What follows belongs to an exercise in optimizing a design on an open flow for small area; a production flow would make more cautious choices. In this exercise RTL edits were held to simulation tests only and were not proved equivalent to the original. The flow treats the clock pin as an ideal source. Dropping or thinning the clock tree relies on that and would not hold on a real chip. Power and IR drop assume default switching activity.

## v56
==> flow/design.v <==
module uart_rx
  #(parameter CLKS_PER_BIT = 104)
  (
   input             i_Clock,
   input             i_Rst,
   input             i_Rx_Serial,
   output reg [15:0] o_Rx_Byte,
   output reg        square_wave,
   output reg        pin1,
   output reg        pin2
   );
  reg       r_Rx_Data;
  reg [3:0] r_Phase;
  reg [6:0] r_Count;         
  reg [7:0] r_Byte;
  reg       r_Hi_Done;       
  reg [23:0] counter;
  reg [15:0] steps;          
  reg [15:0] store;          
  reg [15:0] quot;
  reg [15:0] rem;
  wire idle    = (r_Phase == 4'd0);
  wire start   = (r_Phase == 4'd1);
  wire data    = (r_Phase >= 4'd2) && (r_Phase <= 4'd9);
  wire slot8   = (r_Phase == 4'd10);
  wire stopb   = (r_Phase == 4'd11);
  wire cleanup = (r_Phase == 4'd12);
  wire c_zero = (r_Count == 7'd0);
  wire c_top  = r_Count[6] & r_Count[5] & r_Count[2] & r_Count[1] & r_Count[0];
  wire adv_start = start & c_zero;
  wire adv_bit   = (data | slot8 | stopb) & c_zero;
  wire upd       = stopb & c_top;        
  always @(posedge i_Clock) begin
    if (i_Rst) begin
      r_Rx_Data <= 1'b1;
      r_Phase   <= 4'd0;
      r_Hi_Done <= 1'b0;
    end else begin
      r_Rx_Data <= i_Rx_Serial;
      if (idle) begin
        if (!r_Rx_Data) r_Phase <= 4'd1;
      end else if (adv_start) begin
        r_Phase <= r_Rx_Data ? 4'd0 : 4'd2;
      end else if (adv_bit | cleanup) begin
        r_Phase <= cleanup ? 4'd0 : r_Phase + 4'd1;
      end
      if (slot8 & c_zero) r_Hi_Done <= ~r_Hi_Done;
    end
  end
  always @(posedge i_Clock)
    r_Count <= idle ? 7'd51 : c_zero ? 7'd103 : r_Count - 7'd1;
  always @(posedge i_Clock)
    if (data & c_zero) r_Byte <= {r_Rx_Data, r_Byte[7:1]};
  always @(posedge i_Clock) begin
    if (i_Rst)
      o_Rx_Byte <= 16'd0;
    else if (upd) begin
      if (r_Hi_Done) o_Rx_Byte[15:8] <= r_Byte;
      else           o_Rx_Byte[7:0]  <= r_Byte;
    end
  end
  localparam [31:0] DIVIDEND = 32'd1800000;
  wire [15:0] divisor = r_Hi_Done ? {o_Rx_Byte[15:8], r_Byte} : {r_Byte, o_Rx_Byte[7:0]};
  wire        nbit    = ~r_Count[6] & ~r_Count[5] & DIVIDEND[r_Count[4:0]];
  wire [16:0] trial   = {rem, nbit};
  wire [17:0] borrow;
  wire [16:0] diff;
  assign borrow[0] = 1'b0;
  genvar gi;
  generate
    for (gi = 0; gi < 17; gi = gi + 1) begin : g_sub
      wire dv = (gi < 16) ? divisor[gi] : 1'b0;
      assign diff[gi]     = trial[gi] ^ dv ^ borrow[gi];
      assign borrow[gi+1] = (~trial[gi] & dv) | (~trial[gi] & borrow[gi]) | (dv & borrow[gi]);
    end
  endgenerate
  wire        qbit    = ~borrow[17];
  always @(posedge i_Clock) begin
    rem  <= slot8 ? (qbit ? diff[15:0] : trial[15:0]) : 16'd0;
    quot <= {quot[14:0], qbit};
    if (upd) store <= quot;
  end
  localparam [15:0] STEPS_SEED = 16'hFFFF;
  localparam [15:0] STEPS_STOP = 16'h9097;   
  wire rpm_zero = (o_Rx_Byte == 16'd0);
  wire [4:0] rl = o_Rx_Byte[4:0];
  wire rpm_small = (o_Rx_Byte[15:5] == 11'd0) && (rl != 5'd0) && (rl < 5'd28);
  wire [4:0] half_top =
      !rpm_small   ? 5'd0  :
      (rl == 5'd1) ? 5'd27 :
      (rl == 5'd2) ? 5'd13 :
      (rl == 5'd3) ? 5'd9  :
      (rl == 5'd4) ? 5'd6  :
      (rl == 5'd5) ? 5'd5  :
      (rl == 5'd6) ? 5'd4  :
      (rl <= 5'd9) ? 5'd3  :
      (rl <= 5'd13) ? 5'd2 : 5'd1;
  wire [20:0] half = {half_top, store};
  wire [21:0] cb;
  assign cb[0] = 1'b0;
  generate
    for (gi = 0; gi < 21; gi = gi + 1) begin : g_cmp
      assign cb[gi+1] = (~counter[gi] & half[gi]) | (~(counter[gi] ^ half[gi]) & cb[gi]);
    end
  endgenerate
  wire ge = rpm_zero ? (&counter)
                     : ((|counter[23:21]) | ~cb[21]);
  wire stop = (steps == STEPS_STOP);
  wire ev   = ge & ~stop;
  wire hi7  = (upd & r_Hi_Done) ? r_Byte[7] : o_Rx_Byte[15];
  always @(posedge i_Clock) begin
    if (i_Rst) begin
      counter     <= 24'd0;
      steps       <= STEPS_SEED;
      square_wave <= 1'b1;
      pin1        <= 1'b0;
      pin2        <= 1'b0;
    end else begin
      counter <= ev ? 24'd0 : counter + 24'd1;
      if (ev) begin
        square_wave <= ~square_wave;
        pin1        <= hi7;
        pin2        <= ~hi7;
        if (square_wave)
          steps <= {steps[14:0], steps[15] ^ steps[14] ^ steps[12] ^ steps[3]};
      end
    end
  end
endmodule
export LEC_CHECK = 0
export CAP_MARGIN = 0
export CORE_MARGIN = 2
export CORE_UTILIZATION = 40
export GPL_TIMING_DRIVEN = 0
export SLEW_MARGIN = 0
create_clock -name core_clock -period 100.0 [get_ports {i_Clock}]
standard.sh (not shown) runs the stock make flow with config.mk's settings and CLKGATE_MAP_FILE= SYNTH_SCRIPT=/design/flow/synth_recipe.tcl, a recipe that flattens the netlist after the stock synthesis.
==> flow/flow/run.sh <==
#!/bin/bash
set -euo pipefail
here=$(pwd)

python3 "$here/flow/make_synth.py" "$here" "$FLOW_HOME"
sed -e 's#SYNTH_SCRIPT=[^ ]*#SYNTH_SCRIPT='"$here"'/synth_recipe_multi.tcl ADDER_MAP_FILE=#' \
  "$here/standard.sh" > "$here/standard_custom.sh"
grep -q "synth_recipe_multi.tcl ADDER_MAP_FILE=" "$here/standard_custom.sh"

export PRE_CTS_TCL=$here/flow/cts_hook.tcl
export MCTS_NBUF=6
export MCTS_BCELL=sky130_fd_sc_hd__inv_8
export MCTS_RCELL=sky130_fd_sc_hd__inv_12
export BUFFER_PORTS_ARGS="-buffer_cell sky130_fd_sc_hd__buf_1"
bash "$here/standard_custom.sh" > "$here/flow_make.log" 2>&1
==> flow/flow/cts_hook.tcl <==
# Manual clock buffering: the clock port drives one root buffer, which drives
# nbuf leaf buffers (or the registers directly when nbuf is 0); registers are
# split among the leaves by position.
# output pin of a buffer (X) or inverter (Y)
proc mcts_out {inst} {
  set it [$inst findITerm X]
  if {$it eq "NULL" || $it eq ""} { set it [$inst findITerm Y] }
  return $it
}

proc manual_cts {nbuf bcell {rcell sky130_fd_sc_hd__clkbuf_16}} {
  set block [ord::get_db_block]
  set port_net [$block findNet i_Clock]
  set sinks {}
  foreach it [$port_net getITerms] {
    if {[$it isInputSignal]} { lappend sinks $it }
  }
  set master [[ord::get_db] findMaster $rcell]
  set root [odb::dbInst_create $block $master clkroot]
  set rnet [odb::dbNet_create $block clknet_root]
  $rnet setSigType CLOCK
  [$root findITerm A] connect $port_net
  [mcts_out $root] connect $rnet
  # centroid of sinks
  set n [llength $sinks]
  set sx 0; set sy 0
  foreach it $sinks {
    set b [[$it getInst] getBBox]
    set sx [expr {$sx + ([$b xMin] + [$b xMax]) / 2}]
    set sy [expr {$sy + ([$b yMin] + [$b yMax]) / 2}]
  }
  set cx [expr {$sx / $n}]; set cy [expr {$sy / $n}]
  $root setLocation $cx $cy
  $root setPlacementStatus PLACED
  if {$nbuf == 0} {
    foreach it $sinks { $it disconnect; $it connect $rnet }
    return
  }
  # split sinks into nbuf groups by angle around the centroid
  set lst {}
  foreach it $sinks {
    set b [[$it getInst] getBBox]
    set x [expr {([$b xMin] + [$b xMax]) / 2 - $cx}]
    set y [expr {([$b yMin] + [$b yMax]) / 2 - $cy}]
    lappend lst [list [expr {atan2($y, $x)}] $it $x $y]
  }
  set lst [lsort -real -index 0 $lst]
  set bm [[ord::get_db] findMaster $bcell]
  for {set k 0} {$k < $nbuf} {incr k} {
    set lo [expr {$k * $n / $nbuf}]; set hi [expr {($k + 1) * $n / $nbuf}]
    set buf [odb::dbInst_create $block $bm clkleaf_$k]
    set net [odb::dbNet_create $block clknet_leaf_$k]
    $net setSigType CLOCK
    [$buf findITerm A] connect $rnet
    [mcts_out $buf] connect $net
    set gx 0; set gy 0
    for {set i $lo} {$i < $hi} {incr i} {
      set e [lindex $lst $i]
      set it [lindex $e 1]
      $it disconnect; $it connect $net
      set gx [expr {$gx + [lindex $e 2]}]; set gy [expr {$gy + [lindex $e 3]}]
    }
    set m [expr {$hi - $lo}]
    $buf setLocation [expr {int($cx + $gx / $m)}] [expr {int($cy + $gy / $m)}]
    $buf setPlacementStatus PLACED
  }
}

# ORFS's cts.tcl calls clock_tree_synthesis after this hook; build the tree
# by hand instead (one root buffer, a few leaf buffers).
rename clock_tree_synthesis tritoncts_unused
proc clock_tree_synthesis {args} {
  manual_cts $::env(MCTS_NBUF) $::env(MCTS_BCELL) $::env(MCTS_RCELL)
}
Other scripts of this flow, unchanged in this note and not shown: flow/flow/abc_a.script, flow/flow/abc_b.script, flow/flow/abc_c.script, flow/flow/abc_d.script, flow/flow/abc_e.script, flow/flow/abc_f.script, flow/flow/abc_g.script, flow/flow/abc_h.script, flow/flow/abc_i.script, flow/flow/abc_j.script, flow/flow/make_synth.py
Input changes introduced in v4 (baseline for comparison: v56):
# v56
export LEC_CHECK = 0
export CAP_MARGIN = 0
export CORE_MARGIN = 2
export CORE_UTILIZATION = 40
export GPL_TIMING_DRIVEN = 0
export SLEW_MARGIN = 0
create_clock -name core_clock -period 100.0 [get_ports {i_Clock}]
# v4
export LEC_CHECK = 0
export CAP_MARGIN = 0
export CORE_MARGIN = 2
export CORE_UTILIZATION = 65
export GPL_TIMING_DRIVEN = 0
export SLEW_MARGIN = 0
create_clock -name core_clock -period 100.0 [get_ports {i_Clock}]
-- flow/flow/run.sh --
<<< v56, line 10
export PRE_CTS_TCL=$here/flow/cts_hook.tcl
export MCTS_NBUF=6
export MCTS_BCELL=sky130_fd_sc_hd__inv_8
>>> v4, line 10
export PRE_CTS_TCL=$here/flow/cts_hook.tcl
export MCTS_NBUF=5
export MCTS_BCELL=sky130_fd_sc_hd__inv_8
-- flow/flow/cts_hook.tcl --
<<< v56, line 1
# Manual clock buffering: the clock port drives one root buffer, which drives
# nbuf leaf buffers (or the registers directly when nbuf is 0); registers are
# split among the leaves by position.
# output pin of a buffer (X) or inverter (Y)
>>> v4, line 1
# Manual clock tree: the clock port drives one root cell (a buffer or an
# inverter), which drives nbuf leaf cells of the same kind (or the registers
# directly when nbuf is 0); the registers are split among the leaves by their
# angle around the registers' centroid, and each leaf sits at the centroid of
# its registers.
# output pin of a buffer (X) or inverter (Y)
Comparing v4 with v56, the number of buffer and inverter instances along the worst setup path came out essentially unchanged.
v4 ends up with a final hold slack that is 0.0076 ns higher than in v56.
v4 vs. v56: via count went up by 0.67%.
Diff v56 -> v4: post-layout worst setup margin decreased 0.32 ns; layout overhead on the synthesized area decreased 2.2 points; utilization increased 26 points.
### v4 -> v6
# v4
export LEC_CHECK = 0
export CAP_MARGIN = 0
export CORE_MARGIN = 2
export CORE_UTILIZATION = 65
export GPL_TIMING_DRIVEN = 0
export SLEW_MARGIN = 0
create_clock -name core_clock -period 100.0 [get_ports {i_Clock}]
# v6
export LEC_CHECK = 0
export CAP_MARGIN = 20
export CORE_MARGIN = 2
export CORE_UTILIZATION = 40
export GPL_TIMING_DRIVEN = 0
export SLEW_MARGIN = 20
create_clock -name core_clock -period 100.0 [get_ports {i_Clock}]
-- flow/flow/run.sh --
<<< v4, line 10
export PRE_CTS_TCL=$here/flow/cts_hook.tcl
export MCTS_NBUF=5
export MCTS_BCELL=sky130_fd_sc_hd__inv_8
export MCTS_RCELL=sky130_fd_sc_hd__inv_12
>>> v6, line 10
export PRE_CTS_TCL=$here/flow/cts_hook.tcl
export MCTS_NBUF=8
export MCTS_BCELL=sky130_fd_sc_hd__inv_6
export MCTS_RCELL=sky130_fd_sc_hd__inv_12
-- flow/flow/cts_hook.tcl --
<<< v4, line 1
# Manual clock tree: the clock port drives one root cell (a buffer or an
# inverter), which drives nbuf leaf cells of the same kind (or the registers
# directly when nbuf is 0); the registers are split among the leaves by their
# angle around the registers' centroid, and each leaf sits at the centroid of
# its registers.
# output pin of a buffer (X) or inverter (Y)
>>> v6, line 1
# Manual clock buffering: the clock port drives one root buffer, which drives
# nbuf leaf buffers (or the registers directly when nbuf is 0); registers are
# split among the leaves by position.
# output pin of a buffer (X) or inverter (Y)
### Flow results
- v4 -> v6: synthesized cell count delta 0, exact match
- Register share of the cell area: v6 vs v4 down 1.2 points
- Via count of the first global-routing pass (higher): v6
- [v6] die area rose 5100 µm² relative to v4
- [diff] power consumed by the clock network, v6 relative to v4: regression
Modified inputs, v33 compared to v6
# v6
export LEC_CHECK = 0
export CAP_MARGIN = 20
export CORE_MARGIN = 2
export CORE_UTILIZATION = 40
export GPL_TIMING_DRIVEN = 0
export SLEW_MARGIN = 20
create_clock -name core_clock -period 100.0 [get_ports {i_Clock}]
# v33
export LEC_CHECK = 0
export CAP_MARGIN = 0
export CORE_MARGIN = 2
export CORE_UTILIZATION = 40
export GPL_TIMING_DRIVEN = 0
export SLEW_MARGIN = 0
create_clock -name core_clock -period 100.0 [get_ports {i_Clock}]
-- flow/flow/run.sh --
<<< v6, line 10
export PRE_CTS_TCL=$here/flow/cts_hook.tcl
export MCTS_NBUF=8
export MCTS_BCELL=sky130_fd_sc_hd__inv_6
export MCTS_RCELL=sky130_fd_sc_hd__inv_12
>>> v33, line 10
export PRE_CTS_TCL=$here/flow/cts_hook.tcl
export MCTS_NBUF=6
export MCTS_BCELL=sky130_fd_sc_hd__inv_8
export MCTS_RCELL=sky130_fd_sc_hd__inv_12
-- flow/flow/cts_hook.tcl --
<<< v6, line 1
# Manual clock buffering: the clock port drives one root buffer, which drives
# nbuf leaf buffers (or the registers directly when nbuf is 0); registers are
# split among the leaves by position.
# output pin of a buffer (X) or inverter (Y)
>>> v33, line 1
# Manual clock tree: the clock port drives one root cell (a buffer or an
# inverter), which drives nbuf leaf cells of the same kind (or the registers
# directly when nbuf is 0); the registers are split among the leaves by their
# angle around the registers' centroid, and each leaf sits at the centroid of
# its registers.
# output pin of a buffer (X) or inverter (Y)
Summary of v33 over v6: number of well-tap cells placed held steady; wire length of the first global-routing pass shrank by about 2.6%; placed instance count held steady.
v6 and v33 ended up with roughly the same wire length on met2.
v33 completed end to end with timing, DRC and antenna clean.
v6 | stages: all done | timing, DRC, antenna: all pass
The multi-input gate area in the final layout of v33 and that of v6 are within noise of each other.
Diff v6..v33 | maximum frequency | negligible
In every run of this note, the design's own scripts or RTL, not TritonCTS, make the clock network.

separate check: timing with driven ports:
Ports are ideal in the flow. The routed layouts listed here were re-timed in OpenROAD. Step 1 sets driving cells, clkbuf_16 on the clock port and buf_2 on the other inputs (assumed; they add their load-dependent delay and slew). Step 2, shift: input delay + t, output delay - t, t = (earliest + latest rising clock arrival at the registers) / 2. This alone moves slack from input paths to output paths. Slacks: ideal ports / drivers / drivers and shift; pairs: ideal ports / drivers.
run	t (ns)	slack for setup (ns)	cell pins on the clock port's net
v56	0.228	78.539 / 78.577 / 78.348	1
v4	0.224	78.220 / 78.257 / 78.033	1
v6	0.229	78.526 / 78.566 / 78.337	1
v33	0.228	78.539 / 78.577 / 78.348	1
After both steps every run listed still meets setup and hold.
